Background: an optimization exercise with open tools, aiming at small area, a short achievable clock period and few clock cycles. Do not read the settings as production practice.
Only simulation tests tie the RTL to the original design; equivalence was not proved.
The flow treats the clock pin as an ideal source, which a real chip does not have.
No activity file was given, so power comes from the tool's default toggle rates.

==> job 1796 <==
## viterbi_decoder
module viterbi_decoder(sys_clk,rst,en,i_data,o_data,o_done);
export LEC_CHECK = 0
export ABC_AREA = 1
export CAP_MARGIN = 20
export CORE_AREA = 2 2 68 68
export CTS_BUF_LIST = sky130_fd_sc_hd__clkbuf_2
export DIE_AREA = 0 0 70 70
export SLEW_MARGIN = 20
create_clock -name core_clock -period 5.0 [get_ports {sys_clk}]
standard.sh (not shown) runs the stock make flow with config.mk's settings and CLKGATE_MAP_FILE= SYNTH_SCRIPT=/design/flow/synth_recipe.tcl, a recipe that flattens the netlist after the stock synthesis.
==> flow/flow/run.sh <==
#!/bin/bash
set -euo pipefail
PB="BUFFER_PORTS_ARGS=-buffer_cell sky130_fd_sc_hd__buf_2"
bash standard.sh "$PB" cts > make_cts.log 2>&1
export ORFS_RESULTS="$PWD/orfs/results/${FLOW_PLATFORM}/viterbi_decoder/base"
openroad -no_init -exit flow/resize_step.tcl > resize.log 2>&1
bash standard.sh "$PB" finish > make_finish.log 2>&1
==> flow/flow/resize.tcl <==
proc obj {} {
  estimate_parasitics -placement
  set a 0.0
  foreach inst [[ord::get_db_block] getInsts] {
    set m [$inst getMaster]
    if {[$m getType] eq "CORE"} { set a [expr {$a + [$m getWidth] * [$m getHeight]}] }
  }
  set a [expr {$a / 1e6}]
  set ws [sta::worst_slack_cmd max]
  set ws [expr {[sta::time_sta_ui $ws]}]
  return [list [expr {$a * ($::period - $ws)}] $a $ws]
}
set ::period $::env(FLOW_PERIOD_NS)
set ::dont_use {}
if {[info exists ::env(DONT_USE_CELLS)]} { set ::dont_use $::env(DONT_USE_CELLS) }
set lib_cells {}
proc family {name} {
  if {[regexp {^(sky130_fd_sc_hd__[a-z0-9]+)_([0-9]+)$} $name -> base n]} { return $base }
  return ""
}
set cands {}
set orig_master [dict create]
foreach inst [[ord::get_db_block] getInsts] {
  set m [$inst getMaster]
  set n [$m getName]
  if {[$m getType] ne "CORE"} { continue }
  if {[regexp {df|clkbuf|clkinv|conb|tap|fill|decap|dly} $n]} { continue }
  set f [family $n]
  if {$f eq ""} { continue }
  set alts {}
  foreach lc [get_lib_cells ${f}_*] {
    set ln [get_name $lc]
    if {[family $ln] ne $f || $ln eq $n} { continue }
    if {[regexp {lpflow|probe} $ln] || [lsearch $::dont_use $ln] >= 0} { continue }
    lappend alts $ln
  }
  if {[llength $alts]} { lappend cands [list [$inst getName] $alts]; dict set orig_master [$inst getName] $n }
}
set best [obj]
puts "resize: start obj [lindex $best 0] area [lindex $best 1] slack [lindex $best 2], [llength $cands] candidates"
for {set pass 0} {$pass < 4} {incr pass} {
  set changed 0
  foreach c $cands {
    set iname [lindex $c 0]
    set inst [[ord::get_db_block] findInst $iname]
    set cur [[$inst getMaster] getName]
    set keep $cur
    foreach alt [concat [lindex $c 1] $cur] {
      if {$alt eq $cur} { continue }
      replace_cell [get_cells $iname] [get_lib_cells $alt]
      set o [obj]
      if {[lindex $o 0] < [lindex $best 0] - 1e-6 && [lindex $o 2] >= 0} {
        set best $o; set keep $alt
      }
      replace_cell [get_cells $iname] [get_lib_cells $keep]
    }
    if {$keep ne $cur} { incr changed; set c [list $iname [lindex $c 1]] }
  }
  puts "resize: pass $pass changed $changed obj [lindex $best 0] area [lindex $best 1] slack [lindex $best 2]"
  if {$changed == 0} break
}
foreach c $cands {
  set iname [lindex $c 0]
  set now [[[[ord::get_db_block] findInst $iname] getMaster] getName]
  if {$now ne [dict get $orig_master $iname]} { puts "resize: $iname [dict get $orig_master $iname] -> $now" }
}
==> flow/flow/resize_step.tcl <==
# Runs between ORFS's cts and grt steps: reads the post-CTS database, sizes
# the logic gates with flow/resize.tcl, legalises the placement and writes the
# database back for the rest of the standard flow.
set res $::env(ORFS_RESULTS)
read_db $res/4_cts.odb
read_liberty $::env(FLOW_HOME)/platforms/sky130hd/lib/sky130_fd_sc_hd__tt_025C_1v80.lib
read_sdc $res/4_cts.sdc
source $::env(FLOW_HOME)/platforms/sky130hd/setRC.tcl
estimate_parasitics -placement
source [file join [file dirname [info script]] resize.tcl]
detailed_placement
check_placement -verbose
estimate_parasitics -placement
puts "resize: after legalisation area/slack [obj]"
# a second round on the legalised placement
source [file join [file dirname [info script]] resize.tcl]
detailed_placement
check_placement -verbose
puts "resize: after second legalisation area/slack [obj]"
write_db $res/4_cts.odb
==> job 1650 (differences from job 1796) <==
==> flow/flow/run.sh (replaced) <==
#!/bin/bash
# The standard layout (the standard.sh, standard synthesis unchanged),
# except that the port buffers are made from sky130_fd_sc_hd__buf_2 instead of
# the delay cell that buffer_ports picks by default. Every port still gets
# one buffer. The make output goes to make_finish.log; ORFS's own per-step
# logs are under orfs/logs/.
set -euo pipefail
bash standard.sh "BUFFER_PORTS_ARGS=-buffer_cell sky130_fd_sc_hd__buf_2" RECOVER_POWER=100 finish > make_finish.log 2>&1
--- a/flow/config.mk
+++ b/flow/config.mk
@@ -10,3 +10,2 @@
 export CORE_AREA = 2 2 68 68
-export CTS_BUF_LIST = sky130_fd_sc_hd__clkbuf_2
 export DIE_AREA = 0 0 70 70
removed: flow/flow/resize.tcl
removed: flow/flow/resize_step.tcl
==> job 693 (differences from job 1796) <==
==> flow/flow/run.sh (replaced) <==
#!/bin/bash
# The standard layout (the standard.sh, standard synthesis unchanged),
# except that the port buffers are made from sky130_fd_sc_hd__buf_2 instead of
# the delay cell that buffer_ports picks by default. Every port still gets
# one buffer. The make output goes to make_finish.log; ORFS's own per-step
# logs are under orfs/logs/.
set -euo pipefail
bash standard.sh "BUFFER_PORTS_ARGS=-buffer_cell sky130_fd_sc_hd__buf_2" finish > make_finish.log 2>&1
--- a/flow/config.mk
+++ b/flow/config.mk
@@ -9,5 +9,5 @@
 export CAP_MARGIN = 20
-export CORE_AREA = 2 2 68 68
-export CTS_BUF_LIST = sky130_fd_sc_hd__clkbuf_2
-export DIE_AREA = 0 0 70 70
+export CORE_MARGIN = 2
+export CORE_UTILIZATION = 40
+export SETUP_SLACK_MARGIN = 0.3
 export SLEW_MARGIN = 20
removed: flow/flow/resize.tcl
removed: flow/flow/resize_step.tcl
==> flow_metrics.py <==
metrics = {
    "timing": {
        "finalHoldWorstSlack_ns": 0.504,
        "finalCriticalPeriod_ns": 3.96,
        "final.setup.worst_slack_ns": 1.04,
    },
    "clocking": {
        "ctsRootBufferMaster": "clkbuf_2",
    },
    "final_layout": {
        "clock_buffers": 3,
    },
    "detailed_routing": {
        "wirelength_um": 2420,
    },
    "outcome": {
        "status": "timing/DRC/antenna clean",
    },
    "placed_design": {
        "pre_cts_ws_ns": 0.648,
    },
}
(the above is from job 1796)
==> flow_metrics.py <==
metrics = {
    "timing": {
        "finalCriticalPeriod_ns": 4.08,
        "final.setup.worst_slack_ns": 0.917,
    },
    "outcome": {
        "status": "timing/DRC/antenna clean",
    },
    "clocking": {
        "ctsRootBufferMaster": "clkbuf_4",
    },
    "detailed_routing": {
        "wirelength_um": 2420,
        "drc_errors": 0,
    },
    "final_layout": {
        "clock_buffers": 4,
    },
    "floorplanning": {
        "die-area_um2": 3310,
    },
    "placed_design": {
        "pre_cts_ws_ns": 0.661,
    },
}
(the above is from job 693)
==> flow_metrics.py <==
metrics = {
    "clocking": {
        "cts.sinks": 7,
        "ctsRootBufferMaster": "clkbuf_8",
    },
    "timing": {
        "finalHoldWorstSlack_ns": 0.498,
        "finalCriticalPeriod_ns": 4.29,
        "final.setup.worst_slack_ns": 0.708,
    },
    "outcome": {
        "status": "timing/DRC/antenna clean",
    },
    "placed_design": {
        "pre_cts_ws_ns": 0.648,
    },
    "final_layout": {
        "clock_buffers": 3,
    },
}
(the above is from job 1650)
Testbench counts of job 1796, summed over its fixed seeds: cycles 3,200.
Testbench counts of job 1650, summed over its fixed seeds: cycles 3,200.
Testbench counts of job 693, summed over its fixed seeds: cycles 3,200.


==> inputs of job 4028 <==
==> flow/design.v <==
`timescale 1ns / 1ps
module vit_comb(i_data, dec);
input [15:0] i_data;
output [5:0] dec;
  wire new_n23, new_n24, new_n25, new_n26, new_n27, new_n28, new_n29,
    new_n30, new_n31, new_n32, new_n33, new_n34, new_n35, new_n36, new_n37,
    new_n38, new_n39, new_n40, new_n41, new_n42, new_n43, new_n44, new_n45,
    new_n46, new_n47, new_n48, new_n49, new_n50, new_n51, new_n52, new_n53,
    new_n54, new_n55, new_n56, new_n57, new_n58, new_n59, new_n60, new_n61,
    new_n62, new_n63, new_n64, new_n65, new_n66, new_n67, new_n68, new_n69,
    new_n70, new_n71, new_n72, new_n73, new_n74, new_n75, new_n76, new_n77,
    new_n78, new_n79, new_n80, new_n81, new_n82, new_n83, new_n84, new_n85,
    new_n86, new_n87, new_n88, new_n89, new_n90, new_n91, new_n92, new_n93,
    new_n94, new_n95, new_n96, new_n97, new_n98, new_n99, new_n100,
    new_n101, new_n102, new_n103, new_n104, new_n105, new_n106, new_n107,
    new_n108, new_n109, new_n110, new_n111, new_n112, new_n113, new_n114,
    new_n115, new_n116, new_n117, new_n118, new_n119, new_n120, new_n121,
    new_n122, new_n123, new_n124, new_n125, new_n126, new_n127, new_n128,
    new_n129, new_n130, new_n131, new_n133, new_n134, new_n135, new_n136,
    new_n137, new_n138, new_n139, new_n140, new_n141, new_n143, new_n144,
    new_n145, new_n146, new_n147, new_n148, new_n149, new_n150, new_n151,
    new_n152, new_n153, new_n154, new_n156, new_n157, new_n158, new_n159,
    new_n160, new_n161, new_n162, new_n163, new_n164, new_n165, new_n166,
    new_n167, new_n168, new_n169, new_n170, new_n172, new_n173, new_n174,
    new_n175, new_n176, new_n177, new_n178, new_n179, new_n180, new_n182,
    new_n183, new_n184, new_n185, new_n186, new_n187, new_n188, new_n189,
    new_n190;
  assign new_n23 = ~i_data[14] & ~i_data[15];
  assign new_n24 = i_data[14] & i_data[15];
  assign new_n25 = ~new_n23 & ~new_n24;
  assign new_n26 = i_data[12] & new_n25;
  assign new_n27 = ~i_data[12] & ~new_n25;
  assign new_n28 = ~new_n26 & ~new_n27;
  assign new_n29 = ~i_data[10] & ~i_data[11];
  assign new_n30 = i_data[10] & i_data[11];
  assign new_n31 = ~new_n29 & ~new_n30;
  assign new_n32 = new_n28 & new_n31;
  assign new_n33 = ~new_n28 & ~new_n31;
  assign new_n34 = ~new_n32 & ~new_n33;
  assign new_n35 = ~i_data[6] & ~i_data[7];
  assign new_n36 = i_data[6] & i_data[7];
  assign new_n37 = ~new_n35 & ~new_n36;
  assign new_n38 = ~i_data[12] & ~i_data[13];
  assign new_n39 = i_data[12] & i_data[13];
  assign new_n40 = ~new_n38 & ~new_n39;
  assign new_n41 = i_data[9] & ~i_data[11];
  assign new_n42 = ~i_data[9] & i_data[11];
  assign new_n43 = ~new_n41 & ~new_n42;
  assign new_n44 = new_n40 & new_n43;
  assign new_n45 = ~new_n40 & ~new_n43;
  assign new_n46 = ~new_n44 & ~new_n45;
  assign new_n47 = new_n37 & new_n46;
  assign new_n48 = ~new_n37 & ~new_n46;
  assign new_n49 = ~new_n47 & ~new_n48;
  assign new_n50 = ~new_n34 & ~new_n49;
  assign new_n51 = ~i_data[10] & ~new_n40;
  assign new_n52 = i_data[10] & new_n40;
  assign new_n53 = ~new_n51 & ~new_n52;
  assign new_n54 = ~new_n34 & ~new_n53;
  assign new_n55 = ~i_data[8] & ~i_data[9];
  assign new_n56 = i_data[8] & i_data[9];
  assign new_n57 = ~new_n55 & ~new_n56;
  assign new_n58 = new_n34 & ~new_n57;
  assign new_n59 = ~new_n54 & ~new_n58;
  assign new_n60 = i_data[6] & ~new_n59;
  assign new_n61 = ~i_data[6] & new_n59;
  assign new_n62 = ~new_n60 & ~new_n61;
  assign new_n63 = ~new_n50 & new_n62;
  assign new_n64 = new_n53 & ~new_n57;
  assign new_n65 = ~new_n53 & new_n57;
  assign new_n66 = ~new_n64 & ~new_n65;
  assign new_n67 = ~new_n34 & new_n66;
  assign new_n68 = new_n49 & new_n67;
  assign new_n69 = ~i_data[4] & ~i_data[5];
  assign new_n70 = i_data[4] & i_data[5];
  assign new_n71 = ~new_n69 & ~new_n70;
  assign new_n72 = ~new_n68 & ~new_n71;
  assign new_n73 = new_n63 & new_n72;
  assign new_n74 = ~i_data[0] & ~i_data[1];
  assign new_n75 = i_data[5] & ~i_data[7];
  assign new_n76 = ~i_data[5] & i_data[7];
  assign new_n77 = ~new_n75 & ~new_n76;
  assign new_n78 = new_n59 & new_n77;
  assign new_n79 = ~new_n59 & ~new_n77;
  assign new_n80 = ~new_n78 & ~new_n79;
  assign new_n81 = new_n68 & ~new_n80;
  assign new_n82 = ~new_n37 & ~new_n67;
  assign new_n83 = new_n46 & new_n67;
  assign new_n84 = ~new_n82 & ~new_n83;
  assign new_n85 = i_data[4] & new_n84;
  assign new_n86 = ~i_data[4] & ~new_n84;
  assign new_n87 = ~new_n85 & ~new_n86;
  assign new_n88 = new_n81 & new_n87;
  assign new_n89 = i_data[0] & i_data[1];
  assign new_n90 = ~new_n88 & ~new_n89;
  assign new_n91 = ~new_n74 & ~new_n90;
  assign new_n92 = ~new_n63 & ~new_n72;
  assign new_n93 = new_n50 & new_n87;
  assign new_n94 = new_n92 & ~new_n93;
  assign new_n95 = ~i_data[2] & new_n81;
  assign new_n96 = new_n71 & ~new_n87;
  assign new_n97 = ~i_data[3] & ~new_n96;
  assign new_n98 = ~new_n95 & new_n97;
  assign new_n99 = new_n94 & new_n98;
  assign new_n100 = ~new_n91 & ~new_n99;
  assign new_n101 = ~new_n50 & ~new_n62;
  assign new_n102 = ~new_n87 & ~new_n101;
  assign new_n103 = ~new_n71 & new_n102;
  assign new_n104 = i_data[2] & ~new_n68;
  assign new_n105 = ~i_data[3] & ~new_n104;
  assign new_n106 = new_n103 & new_n105;
  assign new_n107 = ~new_n100 & ~new_n106;
  assign new_n108 = ~new_n73 & ~new_n107;
  assign new_n109 = new_n74 & ~new_n88;
  assign new_n110 = ~i_data[2] & ~new_n68;
  assign new_n111 = i_data[3] & ~new_n110;
  assign new_n112 = ~new_n63 & new_n111;
  assign new_n113 = new_n96 & new_n112;
  assign new_n114 = ~new_n109 & ~new_n113;
  assign new_n115 = ~new_n108 & new_n114;
  assign new_n116 = ~new_n63 & ~new_n71;
  assign new_n117 = ~new_n68 & new_n71;
  assign new_n118 = ~new_n116 & ~new_n117;
  assign new_n119 = new_n80 & new_n118;
  assign new_n120 = i_data[2] & i_data[3];
  assign new_n121 = ~new_n119 & new_n120;
  assign new_n122 = ~new_n94 & ~new_n121;
  assign new_n123 = ~i_data[2] & ~i_data[3];
  assign new_n124 = ~new_n119 & new_n123;
  assign new_n125 = ~new_n122 & ~new_n124;
  assign new_n126 = ~new_n115 & new_n125;
  assign new_n127 = ~new_n73 & new_n104;
  assign new_n128 = ~i_data[3] & ~new_n127;
  assign new_n129 = ~new_n103 & ~new_n128;
  assign new_n130 = ~new_n107 & ~new_n129;
  assign new_n131 = new_n114 & ~new_n130;
  assign dec[0] = ~new_n126 & new_n131;
  assign new_n133 = new_n92 & ~new_n102;
  assign new_n134 = ~new_n80 & new_n118;
  assign new_n135 = i_data[2] & ~i_data[3];
  assign new_n136 = ~new_n134 & new_n135;
  assign new_n137 = ~new_n133 & ~new_n136;
  assign new_n138 = ~i_data[2] & i_data[3];
  assign new_n139 = ~new_n134 & new_n138;
  assign new_n140 = ~new_n137 & ~new_n139;
  assign new_n141 = new_n131 & new_n140;
  assign dec[1] = new_n126 | new_n141;
  assign new_n143 = ~new_n117 & dec[1];
  assign new_n144 = ~new_n72 & ~new_n116;
  assign new_n145 = ~dec[1] & new_n144;
  assign new_n146 = ~new_n143 & ~new_n145;
  assign new_n147 = ~i_data[4] & ~dec[0];
  assign new_n148 = i_data[4] & dec[0];
  assign new_n149 = ~new_n147 & ~new_n148;
  assign new_n150 = new_n146 & new_n149;
  assign new_n151 = new_n101 & new_n117;
  assign new_n152 = ~new_n73 & new_n84;
  assign new_n153 = ~new_n151 & new_n152;
  assign new_n154 = ~new_n146 & new_n153;
  assign dec[2] = new_n150 | new_n154;
  assign new_n156 = ~new_n50 & ~new_n57;
  assign new_n157 = ~new_n54 & ~new_n156;
  assign new_n158 = i_data[7] & dec[1];
  assign new_n159 = ~i_data[7] & ~dec[1];
  assign new_n160 = ~new_n158 & ~new_n159;
  assign new_n161 = dec[2] & new_n160;
  assign new_n162 = ~dec[2] & ~new_n160;
  assign new_n163 = ~new_n68 & ~new_n162;
  assign new_n164 = ~new_n161 & new_n163;
  assign new_n165 = new_n157 & new_n164;
  assign new_n166 = ~new_n157 & ~new_n164;
  assign new_n167 = i_data[6] & dec[1];
  assign new_n168 = ~i_data[6] & ~dec[1];
  assign new_n169 = ~new_n167 & ~new_n168;
  assign new_n170 = ~new_n166 & new_n169;
  assign dec[3] = new_n165 | new_n170;
  assign new_n172 = ~new_n57 & dec[3];
  assign new_n173 = new_n57 & ~dec[3];
  assign new_n174 = ~new_n172 & ~new_n173;
  assign new_n175 = ~new_n67 & new_n174;
  assign new_n176 = ~new_n32 & ~new_n175;
  assign new_n177 = ~i_data[8] & dec[2];
  assign new_n178 = i_data[8] & ~dec[2];
  assign new_n179 = ~new_n177 & ~new_n178;
  assign new_n180 = new_n174 & new_n179;
  assign dec[4] = ~new_n176 & ~new_n180;
  assign new_n182 = ~new_n31 & ~dec[4];
  assign new_n183 = new_n31 & dec[4];
  assign new_n184 = ~new_n182 & ~new_n183;
  assign new_n185 = i_data[10] & dec[3];
  assign new_n186 = ~i_data[10] & ~dec[3];
  assign new_n187 = ~new_n185 & ~new_n186;
  assign new_n188 = ~new_n184 & new_n187;
  assign new_n189 = new_n34 & new_n40;
  assign new_n190 = new_n184 & new_n189;
  assign dec[5] = new_n188 | new_n190;
endmodule
module viterbi_decoder(sys_clk,rst,en,i_data,o_data,o_done);
input sys_clk,rst,en;
input [15:0] i_data;
output [7:0] o_data;
output o_done;
reg done;
reg [5:0] q;
wire [5:0] dec;
vit_comb U0 (.i_data(i_data), .dec(dec));
always @(posedge sys_clk or negedge rst)
    if (rst == 0) done <= 1'b0;
    else if (en) done <= 1'b1;
always @(posedge sys_clk)
    if (!done) q <= dec;
assign o_done = done;
assign o_data = {q, 2'b00};
endmodule
==> flow/flow/run.sh <==
#!/bin/bash
# The standard layout (the standard.sh, standard synthesis unchanged),
# except that the port buffers are made from sky130_fd_sc_hd__buf_2 instead of
# the delay cell that buffer_ports picks by default. Every port still gets
# one buffer. The make output goes to make_finish.log; ORFS's own per-step
# logs are under orfs/logs/.
set -euo pipefail
bash standard.sh "BUFFER_PORTS_ARGS=-buffer_cell sky130_fd_sc_hd__buf_2" finish > make_finish.log 2>&1
==> flow/standard.sh <==
#!/bin/bash
# synth_recipe.tcl (not shown) runs the flow's synth.tcl, then flattens the netlist and writes it again
# the make line also repeats each setting of config.mk as NAME=value (left out here)
make -C /OpenROAD-flow-scripts/flow DESIGN_CONFIG=/design/flow/config.mk WORK_HOME=/design/flow/orfs CLKGATE_MAP_FILE= SYNTH_SCRIPT=/design/flow/synth_recipe.tcl "${@:-finish}"
==> flow/config.mk <==
export PLATFORM = sky130hd
export DESIGN_NAME = viterbi_decoder
export DESIGN_NICKNAME = viterbi_decoder
export VERILOG_FILES = /design/flow/design.v
export SDC_FILE = /design/flow/constraint.sdc
export NUM_CORES = 4
export LEC_CHECK = 0
export ABC_AREA = 1
export CAP_MARGIN = 20
export CORE_AREA = 2 2 68 68
export DIE_AREA = 0 0 70 70
export PLACE_DENSITY = 0.85
export SLEW_MARGIN = 20
==> flow/constraint.sdc <==
create_clock -name core_clock -period 5.0 [get_ports {sys_clk}]
set_input_delay 1.0000 -clock core_clock [delete_from_list [all_inputs] [get_ports {sys_clk}]]
set_output_delay 1.0000 -clock core_clock [all_outputs]
set_load 0.01 [all_outputs]
==> job 4624 (differences from job 4028) <==
- CORE_AREA: 2 2 68 68 -> not set
- CORE_MARGIN: not set -> 2
- CORE_UTILIZATION: not set -> 40
- DIE_AREA: 0 0 70 70 -> not set
- PLACE_DENSITY: 0.85 -> not set
- SETUP_SLACK_MARGIN: not set -> 1.1
==> job 9485 (differences from job 4028) <==
- PLACE_DENSITY: 0.85 -> not set
==> job 6570 (differences from job 4028) <==
- CORE_AREA: 2 2 68 68 -> not set
- CORE_MARGIN: not set -> 2
- CORE_UTILIZATION: not set -> 25
- DIE_AREA: 0 0 70 70 -> not set
- PLACE_DENSITY: 0.85 -> not set
==> qor summary <==
quantity                                                                    job 6570        job 9485        job 4624        job 4028
Clock Root Buffer                                                           clkbuf_8        clkbuf_8        clkbuf_4        clkbuf_8
# clk buffers                                                                      4               3               4               4
All-Layer GR Usage                                                            0.0997           0.105           0.167           0.105
Clock network fraction of total power                                          0.185           0.196           0.094           0.193
Count of instances resized after the clock tree is built                           0               0              23               0
Delay of the slowest cell on the worst path                                   300 ps          320 ps          300 ps          310 ps
Static power due to leakage                                                 0.779 nW        0.782 nW        0.918 nW        0.779 nW
Initial Utilization                                                            0.261           0.269           0.419           0.269
Outcome                                                               finished clean  finished clean  finished clean  finished clean
Worst reg2reg path endpoint                                           q[4]$_DFFE_PN_  q[0]$_DFFE_PN_  q[4]$_DFFE_PN_  q[4]$_DFFE_PN_
Proportion of final cell area spent on non-clock buffers                      0.0913          0.0912           0.160          0.0913
Share of final layout cell area taken by clock buffers and inverters          0.0329          0.0338          0.0159          0.0329
Total vias in the final route                                                  1,198           1,249           1,338           1,238
Chip Height                                                                  71.7 um           70 um         57.5 um           70 um
Testbench counts of job 4028, summed over its fixed seeds: cycles 3,200.
Testbench counts of job 4624, summed over its fixed seeds: cycles 3,200.
Testbench counts of job 9485, summed over its fixed seeds: cycles 3,200.
Testbench counts of job 6570, summed over its fixed seeds: cycles 3,200.

[port drivers added, routing unchanged]
In the flow no input, the clock included, has a driving cell. The finished layouts below were timed again as built, in two steps. Step 1 assumes that a clkbuf_16 drives the clock port and a buf_2 every other input. Step 2 adds t to the input delays and takes it off the output delays; t is the mean of the earliest and latest rising clock arrival at the registers after step 1. Input paths then give back, and output paths get back, about the clock's delay inside the block. Three values: no drivers, after step 1, after step 2; two values: the first two.
| run | t, ns | slack for setup (ns) | hold slack, ns | worst setup path at the end | pins driven straight from the clock port |
|---|---|---|---|---|---|
| job 1796 | 0.248 | 1.043 / 1.040 / 0.791 | 0.504 / 0.504 / 0.504 | input to register | 1 |
| job 1650 | 0.249 | 0.708 / 0.706 / 0.457 | 0.498 / 0.498 / 0.498 | input to register | 1 |
| job 693 | 0.258 | 0.917 / 0.912 / 0.655 | 0.499 / 0.499 / 0.499 | input to register | 1 |
| job 4028 | 0.245 | 0.856 / 0.854 / 0.609 | 0.492 / 0.492 / 0.492 | input to register | 1 |
| job 4624 | 0.259 | 0.988 / 0.984 / 0.725 | 0.499 / 0.499 / 0.499 | input to register | 1 |
| job 9485 | 0.249 | 0.918 / 0.918 / 0.669 | 0.491 / 0.491 / 0.491 | input to register | 1 |
| job 6570 | 0.240 | 0.834 / 0.835 / 0.595 | 0.486 / 0.486 / 0.486 | input to register | 1 |
After both steps every run listed still meets setup and hold. The setup slack of job 4624, which loses most, moves by -0.004 ns with the drivers and by -0.263 ns with both steps.
